This design comes from an exercise in tuning for small area on the open sky130 flow, not from production work.
RTL that was checked went through simulation tests only; none was proved equivalent to the original.
The clock input has no modelled driver; a real chip could not lean on it and would need a root buffer or a full tree.
No activity file was given, so power comes from the tool's default toggle rates.

## clock
module clock(
input clk,
input rst,
input btnC, btnU, btnD, btnR, btnL,
input [3:0] sw,
output [6:0] seg,
output [3:0] an,
output [3:0] led
    );
Size: about 82 flip-flops, roughly 26 I/O pins, roughly 0.0036 mm^2 of cells after synthesis.
export LEC_CHECK = 0
export ABC_AREA = 1
export CAP_MARGIN = 20
export CORE_MARGIN = 2
export CORE_UTILIZATION = 40
export CTS_BUF_LIST = sky130_fd_sc_hd__clkbuf_8
export CTS_CLUSTER_DIAMETER = 100
export CTS_CLUSTER_SIZE = 30
export SLEW_MARGIN = 20
create_clock -name core_clock -period 10.0 [get_ports {clk}]
standard.sh (not shown) runs the stock make flow with config.mk's settings and CLKGATE_MAP_FILE= SYNTH_SCRIPT=/design/flow/synth_recipe.tcl, a recipe that flattens the netlist after the stock synthesis.
==> flow/flow/run.sh <==
#!/bin/bash
# The standard layout (standard.sh) with three changes:
#  - synthesis maps the logic with an area-only ABC script (flow/synth_area.tcl, flow/area.abc);
#  - every port still gets a buffer, but the smallest one, sky130_fd_sc_hd__buf_1;
#  - the clock tree is flow/clock_tree.tcl: the clock port drives three clkbuf_16, each
#    driving the flip-flops nearest to it (ORFS runs it in place of its own CTS command).
# synth_area.tcl reads FLOW_WORK and AREA_ABC_SCRIPT; clock_tree.tcl reads CLOCK_LEAVES
# and CLOCK_LEAF_CELL.
# The make output of all steps goes to flow_make.log here; ORFS keeps each step's log under orfs/logs.
set -euo pipefail
work=$(pwd)
export FLOW_WORK="$work"
export AREA_ABC_SCRIPT="$work/flow/area.abc"
export BUFFER_PORTS_ARGS="-buffer_cell sky130_fd_sc_hd__buf_1"
export PRE_CTS_TCL="$work/flow/clock_tree.tcl"
export CLOCK_LEAVES=3
export CLOCK_LEAF_CELL=sky130_fd_sc_hd__clkbuf_16
export CTS_ARGS="-sink_clustering_enable"
sed "s#SYNTH_SCRIPT=[^ ]*#SYNTH_SCRIPT=$work/flow/synth_area.tcl#" standard.sh > flow_standard_area.sh
grep -q "SYNTH_SCRIPT=$work/flow/synth_area.tcl" flow_standard_area.sh
bash flow_standard_area.sh > flow_make.log 2>&1
==> flow/flow/clock_tree.tcl <==
# Replaces ORFS's clock tree with a small one: the clock port drives CLOCK_LEAVES
# buffers of type CLOCK_LEAF_CELL (default 3 sky130_fd_sc_hd__clkbuf_8), each driving
# the flip-flops nearest to it (k-means on their placed locations).
# Sourced by ORFS's cts.tcl as PRE_CTS_TCL; the rest of cts.tcl runs as usual.
proc clock_tree_synthesis { args } {
  set nleaf 3
  if { [info exists ::env(CLOCK_LEAVES)] } { set nleaf $::env(CLOCK_LEAVES) }
  set block [ord::get_db_block]
  set db [ord::get_db]
  set cell sky130_fd_sc_hd__clkbuf_8
  if { [info exists ::env(CLOCK_LEAF_CELL)] } { set cell $::env(CLOCK_LEAF_CELL) }
  set master [$db findMaster $cell]
  set clk [$block findNet clk]
  set sinks {}
  foreach it [$clk getITerms] {
    if { [$it isInputSignal] } {
      set inst [$it getInst]
      set loc [$inst getLocation]
      lappend sinks [list [lindex $loc 0] [lindex $loc 1] $it]
    }
  }
  # k-means on the sink locations, started from sinks spread along x
  set sinks [lsort -integer -index 0 $sinks]
  set n [llength $sinks]
  set cent {}
  for { set k 0 } { $k < $nleaf } { incr k } {
    set s [lindex $sinks [expr { int(($k + 0.5) * $n / $nleaf) }]]
    lappend cent [list [lindex $s 0] [lindex $s 1]]
  }
  for { set iter 0 } { $iter < 30 } { incr iter } {
    set groups {}
    for { set k 0 } { $k < $nleaf } { incr k } { lappend groups {} }
    foreach s $sinks {
      set best 0
      set bd 1e18
      for { set k 0 } { $k < $nleaf } { incr k } {
        set c [lindex $cent $k]
        set d [expr { abs([lindex $s 0] - [lindex $c 0]) + abs([lindex $s 1] - [lindex $c 1]) }]
        if { $d < $bd } { set bd $d; set best $k }
      }
      lset groups $best [concat [lindex $groups $best] [list $s]]
    }
    set cent {}
    foreach g $groups {
      set sx 0; set sy 0
      foreach s $g { set sx [expr { $sx + [lindex $s 0] }]; set sy [expr { $sy + [lindex $s 1] }] }
      set m [expr { max(1, [llength $g]) }]
      lappend cent [list [expr { int($sx / $m) }] [expr { int($sy / $m) }]]
    }
  }
  for { set k 0 } { $k < $nleaf } { incr k } {
    set g [lindex $groups $k]
    if { [llength $g] == 0 } { continue }
    set buf [odb::dbInst_create $block $master "clkbuf_leaf_$k"]
    set net [odb::dbNet_create $block "clknet_leaf_$k"]
    $net setSigType CLOCK
    [$buf findITerm A] connect $clk
    [$buf findITerm X] connect $net
    foreach s $g {
      set it [lindex $s 2]
      $it disconnect
      $it connect $net
    }
    set c [lindex $cent $k]
    $buf setLocation [lindex $c 0] [lindex $c 1]
    $buf setPlacementStatus PLACED
    puts "clock leaf $k: [llength $g] sinks at $c"
  }
  set_propagated_clock [all_clocks]
}
Other scripts of this flow, unchanged in this note and not shown: flow/flow/area.abc, flow/flow/synth_area.tcl
Change:
--- a/flow/flow/run.sh
+++ b/flow/flow/run.sh
@@ -3,8 +3,6 @@
 #  - synthesis maps the logic with an area-only ABC script (flow/synth_area.tcl, flow/area.abc);
 #  - every port still gets a buffer, but the smallest one, sky130_fd_sc_hd__buf_1;
-#  - the clock tree is flow/clock_tree.tcl: the clock port drives three clkbuf_16, each
+#  - the clock tree is flow/clock_tree.tcl: the clock port drives a few clkbuf_8, each
 #    driving the flip-flops nearest to it (ORFS runs it in place of its own CTS command).
-# synth_area.tcl reads FLOW_WORK and AREA_ABC_SCRIPT; clock_tree.tcl reads CLOCK_LEAVES
-# and CLOCK_LEAF_CELL.
 # The make output of all steps goes to flow_make.log here; ORFS keeps each step's log under orfs/logs.
 set -euo pipefail
--- a/flow/flow/clock_tree.tcl
+++ b/flow/flow/clock_tree.tcl
@@ -1,5 +1,4 @@
-# Replaces ORFS's clock tree with a small one: the clock port drives CLOCK_LEAVES
-# buffers of type CLOCK_LEAF_CELL (default 3 sky130_fd_sc_hd__clkbuf_8), each driving
-# the flip-flops nearest to it (k-means on their placed locations).
+# Replaces ORFS's clock tree with a small one: the clock port drives a few
+# sky130_fd_sc_hd__clkbuf_8 buffers, each driving the flip-flops nearest to it.
 # Sourced by ORFS's cts.tcl as PRE_CTS_TCL; the rest of cts.tcl runs as usual.
 proc clock_tree_synthesis { args } {
Final cell count does not change.
Sequential share of layout area is unchanged.
Power is unchanged.
Global-route usage does not change.
Clock power barely changes.
Worst setup slack is unchanged.
Combinational power stays flat.
No run of this note takes its clock network from TritonCTS; it comes from the design's own scripts or RTL.


Setup of zinc:
Another version of the RTL of clock (not shown whole).
Size: about 4600 um2 of cells after synthesis.
make LEC_CHECK=0 ABC_AREA=1 CAP_MARGIN=20 CORE_MARGIN=2 CORE_UTILIZATION=40 CTS_BUF_LIST=sky130_fd_sc_hd__clkbuf_16 CTS_CLUSTER_DIAMETER=500 CTS_CLUSTER_SIZE=100 SLEW_MARGIN=20 finish   # period 10.0 ns
run.sh (not shown) runs the stock make flow with config.mk's settings and CLKGATE_MAP_FILE= SYNTH_SCRIPT=/design/flow/synth_recipe.tcl, a recipe that flattens the netlist after the stock synthesis.
Stock flow here: none of the scripts above is used.
zinc finished every stage and its layout cleared the timing, DRC and antenna checks.
Here is what was changed in the inputs of raven compared with zinc.
--- a/flow/config.mk
+++ b/flow/config.mk
@@ -11,5 +11,5 @@
 export CORE_UTILIZATION = 40
-export CTS_BUF_LIST = sky130_fd_sc_hd__clkbuf_16
-export CTS_CLUSTER_DIAMETER = 500
-export CTS_CLUSTER_SIZE = 100
+export CTS_BUF_LIST = sky130_fd_sc_hd__clkbuf_8
+export CTS_CLUSTER_DIAMETER = 100
+export CTS_CLUSTER_SIZE = 30
 export SLEW_MARGIN = 20
Notes after the runs:
- Comparing raven against zinc, there is no change at all in total setup violations reported at the end of the flow.
- raven consumes less power than zinc does.
- [raven vs zinc] sequential cell area share: higher in raven
- Fmax ended up 1.3% higher on raven than on zinc.
- Diff zinc -> raven: number of clock buffers in the layout shows an increase of 1, final setup TNS stayed essentially flat.
- As of raven, routed metal-1 wire length had fallen by a few percent compared to zinc.
- The overall track demand over capacity in global routing of raven and that of zinc are within noise of each other.
Function was not checked in any run of this note: the RTL went through the layout flow alone.


== AL ==
Another version of the RTL of clock (not shown whole).
Size in the first run: ~570 cells after synthesis, about 4300 sq um of cells after synthesis.
Settings: LEC_CHECK=0, ABC_AREA=1, CAP_MARGIN=20, CORE_MARGIN=2, CORE_UTILIZATION=40, CTS_BUF_LIST=sky130_fd_sc_hd__clkbuf_8, CTS_CLUSTER_DIAMETER=100, CTS_CLUSTER_SIZE=30, SLEW_MARGIN=20; clock period 10.0 ns.
standard.sh (not shown) runs the stock make flow with config.mk's settings and CLKGATE_MAP_FILE= SYNTH_SCRIPT=/design/flow/synth_recipe.tcl, a recipe that flattens the netlist after the stock synthesis.
==> flow/flow/run.sh <==
#!/bin/bash
# Standard layout with smaller port buffers and a clock tree without dummy loads.
# Every tool's output goes to flow_make.log here; ORFS keeps its own logs under orfs/logs.
set -euo pipefail
export BUFFER_PORTS_ARGS="-buffer_cell sky130_fd_sc_hd__buf_1"
export CTS_ARGS="-sink_clustering_enable -repair_clock_nets -dont_use_dummy_load -buf_list sky130_fd_sc_hd__clkbuf_8 -sink_clustering_size 30 -sink_clustering_max_diameter 100"
bash standard.sh > flow_make.log 2>&1
AL did not stop at any stage, and its layout met the timing, DRC and antenna checks.
Changes in PW relative to AL:
==> flow/run.sh (new file) <==
#!/bin/bash
# synth_recipe.tcl (not shown) runs the flow's synth.tcl, then flattens the netlist and writes it again
# the make line also repeats each setting of config.mk as NAME=value (left out here)
make -C /OpenROAD-flow-scripts/flow DESIGN_CONFIG=/design/flow/config.mk WORK_HOME=/design/flow/orfs CLKGATE_MAP_FILE= SYNTH_SCRIPT=/design/flow/synth_recipe.tcl finish
removed: flow/flow/run.sh
removed: flow/standard.sh
## What came out
AL | stages: all done | timing, DRC, antenna: all pass. PW completed; timing, DRC and antenna clean. Compared with AL, PW shows final area that has gone up by a few percent. Overall power consumption up 5.3% in PW wrt AL. Synthesis-to-layout area growth (lower): AL. PW and AL ended up with nearly the same routed wire length. Diff AL..PW | number of buffers inserted by post-CTS setup repair | unchanged.
Function was not checked in any run of this note: the RTL went through the layout flow alone.

==> separate check: timing with driven ports <==
How much do the figures lean on ideal ports? The routed layouts below were timed once more, with nothing changed but the port constraints. Step 1 sets driving cells, clkbuf_16 on the clock port and buf_2 on the other inputs (assumed; they add their load-dependent delay and slew). Step 2 also shifts input and output timing later by t, the mid clock arrival at the registers, as if the neighbouring blocks saw the same clock. Slacks: ideal ports / drivers / drivers and shift; pairs: ideal ports / drivers.
| run | shift t [ns] | setup slack, ns | worst setup path after step 2 | worst register clock-pin slew, ns | cell pins on the clock port's net |
|---|---|---|---|---|---|
| the first run of note 1 | 0.227 | 4.339 / 4.383 / 4.155 | input to register | 0.12 / 0.12 | 3 |
| the second run of note 1 | 0.227 | 4.339 / 4.383 / 4.155 | input to register | 0.12 / 0.12 | 3 |
| zinc | 0.370 | 5.783 / 5.796 / 5.426 | input to register | 0.06 / 0.06 | 1 |
| raven | 0.403 | 5.836 / 5.848 / 5.445 | input to register | 0.09 / 0.09 | 1 |
| AL | 0.378 | 6.221 / 6.233 / 5.855 | input to register | 0.08 / 0.08 | 1 |
| PW | 0.394 | 5.835 / 5.846 / 5.452 | input to register | 0.10 / 0.10 | 1 |
After both steps every run listed still meets setup and hold. For raven, which loses most, drivers alone change the setup slack by +0.012 ns; drivers and shift together by -0.391 ns.
